Background: an optimization exercise with open tools, aiming at small area. Do not read the settings as production practice. The RTL was checked by simulation tests, not by an equivalence proof against the original design. Power is estimated from default activity; no workload was simulated.

[config.mk]
export PLATFORM = sky130hd
export DESIGN_NAME = enduro_video
export DESIGN_NICKNAME = enduro_video
export VERILOG_FILES = /design/flow/design.v
export SDC_FILE = /design/flow/constraint.sdc
export NUM_CORES = 4
export LEC_CHECK = 0
export CAP_MARGIN = 20
export CORE_MARGIN = 2
export CORE_UTILIZATION = 40
export SLEW_MARGIN = 20
[constraint.sdc]
create_clock -name core_clock -period 15.0 [get_ports {iVGA_CLK}]
set_input_delay 3.0000 -clock core_clock [delete_from_list [all_inputs] [get_ports {iVGA_CLK}]]
set_output_delay 3.0000 -clock core_clock [all_outputs]
set_load 0.01 [all_outputs]
[design.v]
module enduro_video(iRST_n,
                    iVGA_CLK,
                    show_cars,
                    car_user_x,
                    car2_x,
                    car2_y,
                    car3_x,
                    car3_y,
                    oBLANK_n,
                    oHS,
                    oVS,
                    b_data,
                    g_data,
                    r_data);
input iRST_n;
input iVGA_CLK;
input show_cars;
input [9:0] car_user_x;
input [9:0] car2_x;
input [9:0] car2_y;
input [9:0] car3_x;
input [9:0] car3_y;
output reg oBLANK_n;
output reg oHS;
output reg oVS;
output [7:0] b_data;
output [7:0] g_data;
output [7:0] r_data;
reg [9:0] X;
reg [9:0] Y;
wire h0 = (X == 10'd655);           
wire eol = (X == 10'd654);          
always @(posedge iVGA_CLK, negedge iRST_n)
  if (!iRST_n) begin
    X <= 10'd655;
    Y <= 10'd491;
  end else begin
    X <= (X == 10'd799) ? 10'd0 : X + 10'd1;
    if (eol)
      Y <= (Y == 10'd524) ? 10'd0 : Y + 10'd1;
  end
always @(posedge iVGA_CLK, negedge iRST_n)
  if (!iRST_n) begin
    oHS <= 1'b0;
    oVS <= 1'b0;
    oBLANK_n <= 1'b0;
  end else begin
    oHS <= h0 ? oHS : !(X >= 10'd656 && X <= 10'd751);
    oVS <= h0 ? oVS : !(Y == 10'd491 || Y == 10'd492);
    oBLANK_n <= (X < 10'd640) && (Y < 10'd480);
  end
wire [2:0] code;
enduro_color color (.X(X), .y(Y[8:0]), .show_cars(show_cars), .car_user_x(car_user_x),
                    .car2_x(car2_x), .car2_y(car2_y), .car3_x(car3_x), .car3_y(car3_y),
                    .code(code));
reg [2:0] c;
always @(posedge iVGA_CLK)
  c <= code;
wire r_hi = c[2];
wire r_lo = c[2] | (c[0] & ~c[1]);
wire g7 = c[1] & c[0];
wire g6 = c[1] | c[0];
wire g5 = c[1];
wire g4 = c[1] | (c[0] & ~c[2]);
wire g2 = c[0];
assign r_data = {r_hi, r_lo, r_hi, r_lo, r_hi, r_lo, r_hi, r_lo};
assign g_data = {g7, g6, g5, g4, g5, g2, g5, g6};
assign b_data = {g5, g4, g5, g4, g5, g4, g5, g4};
endmodule
module enduro_color(
    input [9:0] X,
    input [8:0] y,
    input show_cars,
    input [9:0] car_user_x,
    input [9:0] car2_x,
    input [9:0] car2_y,
    input [9:0] car3_x,
    input [9:0] car3_y,
    output [2:0] code);
localparam BLK = 3'b000, GRY = 3'b001, BLU = 3'b010, CYN = 3'b011,
           RED = 3'b100, ORG = 3'b101, WHT = 3'b111;
wire band = ((y / 9'd10) % 2) == 1;
reg [2:0] track;
always @(*) begin
  if (X < 10'd120 || X >= 10'd520) track = CYN;
  else if (X < 10'd128 || X >= 10'd512) track = band ? RED : WHT;
  else if (X == 10'd223 || X == 10'd319 || X == 10'd414) track = WHT;
  else track = BLK;
end
function [1:0] sprite(input [4:0] dx, input [5:0] dy);
  reg side;
  begin
    side = (dx == 5'd0) || (dx == 5'd22);
    if ((dy <= 6'd1 && (dx == 5'd3 || dx == 5'd4 || dx == 5'd18 || dx == 5'd19)) ||
        (dy >= 6'd7 && dy <= 6'd10 && dx >= 5'd5 && dx <= 5'd17) ||
        (dy >= 6'd27 && dy <= 6'd29 && dx >= 5'd6 && dx <= 5'd16) ||
        ((dx == 5'd2 || dx == 5'd20) && dy >= 6'd13 && dy <= 6'd23) ||
        ((dx == 5'd3 || dx == 5'd19) && dy >= 6'd12 && dy <= 6'd24))
      sprite = 2'd1;
    else if (side && ((dy >= 6'd3 && dy <= 6'd6) || (dy >= 6'd29 && dy <= 6'd32)))
      sprite = 2'd2;
    else if (side && (dy == 6'd0 || dy == 6'd35))
      sprite = 2'd3;
    else
      sprite = 2'd0;
  end
endfunction
function [2:0] scol(input [1:0] s, input [2:0] body);
  scol = (s == 2'd1) ? WHT : (s == 2'd2) ? GRY : (s == 2'd3) ? BLK : body;
endfunction
wire [10:0] dx1 = {1'b0, X} - {1'b0, car_user_x};
wire [10:0] dx2 = {1'b0, X} - {1'b0, car2_x};
wire [10:0] dx3 = {1'b0, X} - {1'b0, car3_x};
wire [10:0] dy2 = {2'b0, y} - {1'b0, car2_y};
wire [10:0] dy3 = {2'b0, y} - {1'b0, car3_y};
wire [5:0]  dy1 = y[5:0] - 6'd60;    
wire inx1 = dx1 <= 11'd22;
wire inx2 = dx2 <= 11'd22;
wire inx3 = dx3 <= 11'd22;
wire iny1 = y >= 9'd444;
wire iny2 = dy2 <= 11'd35;
wire iny3 = dy3 <= 11'd35;
wire mx1 = dx1 == 11'h7ff || dx1[9:0] == 10'd23;
wire mx2 = dx2 == 11'h7ff || dx2[9:0] == 10'd23;
wire mx3 = dx3 == 11'h7ff || dx3[9:0] == 10'd23;
reg [2:0] code_r;
assign code = code_r;
always @(*) begin
  if (!show_cars) code_r = track;
  else if (inx1 && iny1) code_r = scol(sprite(dx1[4:0], dy1), BLU);
  else if (mx1 && y == 9'd452) code_r = BLU;
  else if (inx2 && iny2 && car2_y != 10'd0) code_r = scol(sprite(dx2[4:0], dy2[5:0]), ORG);
  else if (mx2 && dy2 == 11'd8) code_r = ORG;
  else if (inx3 && iny3) code_r = scol(sprite(dx3[4:0], dy3[5:0]), ORG);
  else if (mx3 && dy3 == 11'd8) code_r = ORG;
  else code_r = track;
end
endmodule
[run.sh]
#!/bin/bash
# synth_recipe.tcl (not shown) runs the flow's synth.tcl, then flattens the netlist and writes it again
# the make line also repeats each setting of config.mk as NAME=value (left out here)
make -C /OpenROAD-flow-scripts/flow DESIGN_CONFIG=/design/flow/config.mk WORK_HOME=/design/flow/orfs CLKGATE_MAP_FILE= SYNTH_SCRIPT=/design/flow/synth_recipe.tcl finish
==> run notes <==
## metrics by stage
step	hold slack, ps	total power, uW	std cells
3_5_place_dp	499	171	1073
2_1_floorplan	467	139	858
4_1_cts	516	237	1077
3_3_place_gp	516	171	1073
5_1_grt	550	250	1077
6_report	517	236	1077
## flip-flops by register name, summed over array words and instances (netlist names)
signal	flops
X	10
Y	10
c	3
oBLANK_n	1
oHS	1
oVS	1
## placed cells by master (no fill, tap or decap), drive strengths merged, types with 5 or more instances in the layout
master,n
nor2,85
clkdlybuf4s50,78
inv,76
nand2,74
ha,62
a21oi,58
o21ai,51
xnor2,37
nor3,34
nand3,24
xor2,24
nand2b,22
a31oi,20
nor2b,17
dfstp,13
dfrtp,10
a21o,10
o21a,10
and3,8
or4,8
nor4,8
o211ai,8
o22ai,7
nand4,7
or3,7
mux2i,6
o31ai,6
a32oi,5
a211o,5
a211oi,5
a22oi,5
fa,5
a2111oi,5
## power groups by stage
stage	sequential (uW)	combinational, uW	clock [uW]
2_1_floorplan	72.3	66.9	0
3_3_place_gp	72.5	98.8	0
3_5_place_dp	72.5	98.6	0
4_1_cts	71.2	99.1	67.1
5_1_grt	71.3	109	69.1
6_report	71.2	98.9	66.2
## layout make-up
class / count / area [um^2] / share of cell area (%)
Inverter: 76 / 285 / 4.14
Clock buffer: 4 / 78.8 / 1.15
Timing Repair Buffer: 81 / 801 / 11.6
Sequential cell: 26 / 652 / 9.47
Multi-Input combinational cell: 702 / 4830 / 70.2
Tap cell: 188 / 235 / 3.42
## logic make-up (layout without fill, tap and decap cells)
family / count (synthesis) / in the layout
mux: 6 / 6
compound gates: 250 / 250
simple gates: 317 / 317
fa+ha+maj: 68 / 68
flops: 26 / 26
xor+xnor: 61 / 61
buf+inv: 130 / 161
## Yosys cell counts, drive strengths merged, types with 4 or more instances
cell     count
buf         35
nor4         8
or3          7
a21oi       58
nor2        85
o21ai       51
nand4        7
a21o        10
dfrtp       10
a21boi       4
a211oi       5
a22oi        5
o22ai        7
fa           5
xor2        24
nor2b       17
o211ai       8
a211o        5
o31ai        6
ha          62
nand2b      22
nand2       74
or4          8
and3         8
xnor2       37
a31oi       20
o41ai        4
o32ai        4
inv         76
dfstp       13
clkbuf      19
a2111oi      5
nor3        34
a32oi        5
o31a         4
o2111ai      4
mux2i        6
o21a        10
a41oi        4
nand3       24
## per-layer routing
| metal | vias up | wire length [um] |
|---|---|---|
| met1 | 2904 | 8180 |
| met2 | 131 | 8160 |
| li1 | 3153 | - |
| met3 | 12 | 558 |
| met5 | - | 0 |
| met4 | 0 | 154 |
## worst max-delay path by stage
stage | to | slack (ps) | cells after the start
4_1_cts | c[0] | 8310 | 16
3_5_place_dp | c[0] | 8040 | 16
2_1_floorplan | c[0] | 8780 | 15
3_3_place_gp | c[2] | 8130 | 16
6_report | c[2] | 8290 | 16
5_1_grt | c[2] | 8010 | 16
## critical path: stages
cell,delay [ps]
clkdlybuf4s50_1,460
ha_1,160
inv_1,50
fa_1,410
a21o_1,180
a21oi_1,210
o21ai_0,150
nor2_1,130
xor2_1,200
nand2_1,90
or4_1,530
nand2b_1,170
a2111oi_1,600
nor2_1,130
a211o_1,290
a22oi_1,140
==> flow_metrics.py <==
metrics = {
    "status": {
        "outcome": "finished clean",
    },
    "yosys": {
        "syn-num-nets": 978,
        "ys_ff_latch": 26,
        "synthMuxAreaShare_pct": 0.987,
        "seq_area_frac_synth_pct": 10.7,
        "synth_top_family_by_area": "compound AO/OA/AOI/OAI gates",
        "synth_largest_area_cell": "ha_1",
        "synth-main-ff-cell": "dfstp_2",
        "yosysTopAreaCellShare_pct": 12.7,
        "synth_edf_count": 0,
        "yosys_warnings": 2,
        "synth_area_leaders": "ha_1, dfstp_2, xnor2_1, nor2_1, inv_1",
        "async_flop_share_pct": 88.5,
        "avgSynthCellArea_um2": 7.09,
        "synth-compound-area-share_pct": 29.1,
        "synth-simple-area-share_pct": 25.9,
        "yosys.area_share.adder_pct": 14.6,
        "synthXorXnorAreaFrac_pct": 8.78,
        "synthCells": 858,
        "synth_cell_types": 88,
        "netlist_area_um2": 6090,
    },
    "placed_design": {
        "portBuffers": 79,
        "hpwl_um": 13400,
        "placed_area_um2": 6810,
        "globalplace.congestion": 0.892,
        "pre_cts_slack_ps": 8040,
    },
    "sta": {
        "worst_pin_slew_ps": 853,
        "hold_viol": 0,
        "fmax_mhz": 149,
        "fin_ws_ps": 8290,
        "setup-tns-final_ps": 0,
        "max_slew_margin_pct": 43.0,
        "fin_crit_ps": 6710,
        "post-route-period-util_pct": 44.7,
        "slew_violations": 0,
        "rsz0062_at_grt": "no",
        "setup_viol": 0,
        "skew_ps": 4.67,
    },
    "pwr": {
        "peakVddDrop_mv": 0.0391,
        "combPwrFrac_pct": 41.8,
        "p_per_area_nw_per_um2": 34.3,
        "pwr-share-seq_pct": 30.1,
        "p_int_uw": 153,
        "power.switching_uw": 83.2,
        "leakagePower_uw": 0.00287,
        "clockPowerShare_pct": 28.0,
        "swShare_pct": 35.2,
    },
    "global_route": {
        "met2_usage_pct": 36.4,
        "track_usage_pct": 20.7,
        "grt_start_max_net_pins": 34,
        "grt_most_used_layer": "met2",
        "grtUsageMet3_pct": 1.47,
        "grt_use_met1_pct": 28.3,
        "overflow": 0,
        "grt_pass1_vias": 5708,
        "grt_antenna_before_repair": 0,
        "grt_pass1_wl_um": 27700,
    },
    "final_layout": {
        "nNetsFinal": 1010,
        "num_antenna_cells": 0,
        "final_core_util_pct": 45.8,
        "area_delta_synth_final_pct": 13.1,
        "fill_cells": 1556,
        "final_layout_size_suffix_gt1_share_pct": 5.06,
        "fin_area_um2": 6880,
    },
    "detailed_routing": {
        "drc": 0,
        "wl_per_cell_um": 15.8,
        "drt_iter0_markers": 387,
        "drt-pass1-iter-count": 5,
        "via_per_inst": 5.76,
        "vias": 6200,
        "drt_wl_total_um": 17000,
        "ant_nets": 0,
    },
    "floorplan": {
        "initial_core_util_pct": 40.5,
        "ioPinCount": 80,
        "dieArea_um2": 16200,
        "die_w_um": 127,
        "die_h_um": 127,
        "row_count": 45,
        "core-area_um2": 15000,
    },
    "clocking": {
        "clock-sinks": 26,
        "cts_tree": "yes",
        "cts_buffers": 3,
        "cts_buffer_depth": 2,
        "cts.clk_slew.worst_paths_ps": 80,
        "postCtsSetupRepairBufs": 0,
        "cts_hold_buf": 0,
        "cts-root-buf": "clkbuf_16",
        "htreeDepth": 1,
        "clk_latency_ps": 270,
        "ctsResizeCount": 0,
    },
    "critical_path": {
        "r2r_slack_ps": 10600,
        "r2r-start": "Y[7]",
        "r2r-end": "c[0]",
        "start_kind": "input port",
        "worstSetupEndpointType": "flip-flop",
        "ff2ff_path_depth": 14,
        "cp.required_ps": 15190,
        "criticalPathCategory": "in -> reg",
        "crit_fanout": 3,
        "crit_start": "car2_x[0]",
        "cp.arrival_ps": 6900,
    },
    "flow_run": {
        "drv_cap": 0,
    },
    "hold_path": {
        "hold_end": "oBLANK_n",
        "hp-class": "reg -> reg",
        "holdCritStartpoint": "Y[9]",
        "hold-path-cell-count": 1,
    },
}

## port drivers added, routing unchanged
No port has a modelled driver above. Below, the same layout with a new extraction and two added sets of constraints. Step 1 (the two cells are an assumption about what drives the block):
set clk [get_ports {iVGA_CLK}]
set_driving_cell -lib_cell sky130_fd_sc_hd__clkbuf_16 $clk
set_driving_cell -lib_cell sky130_fd_sc_hd__buf_2 [delete_from_list [all_inputs] $clk]
Step 2 moves the port delays by t, midway between the first and last clock arrival at a register: inputs arrive t later, outputs are due t later. That takes back most of the time a late clock gives input paths. Slacks: ideal ports / drivers / drivers and shift; pairs: ideal ports / drivers.
t (ns): 0.311
setup slack, ns: 8.290 / 8.296 / 7.985
worst setup path after step 2: input to register
worst slew at a driven data input, ns: 0.04
After both steps this run still meets setup and hold. The setup slack of this run moves by +0.006 ns with the drivers and by -0.305 ns with both steps.
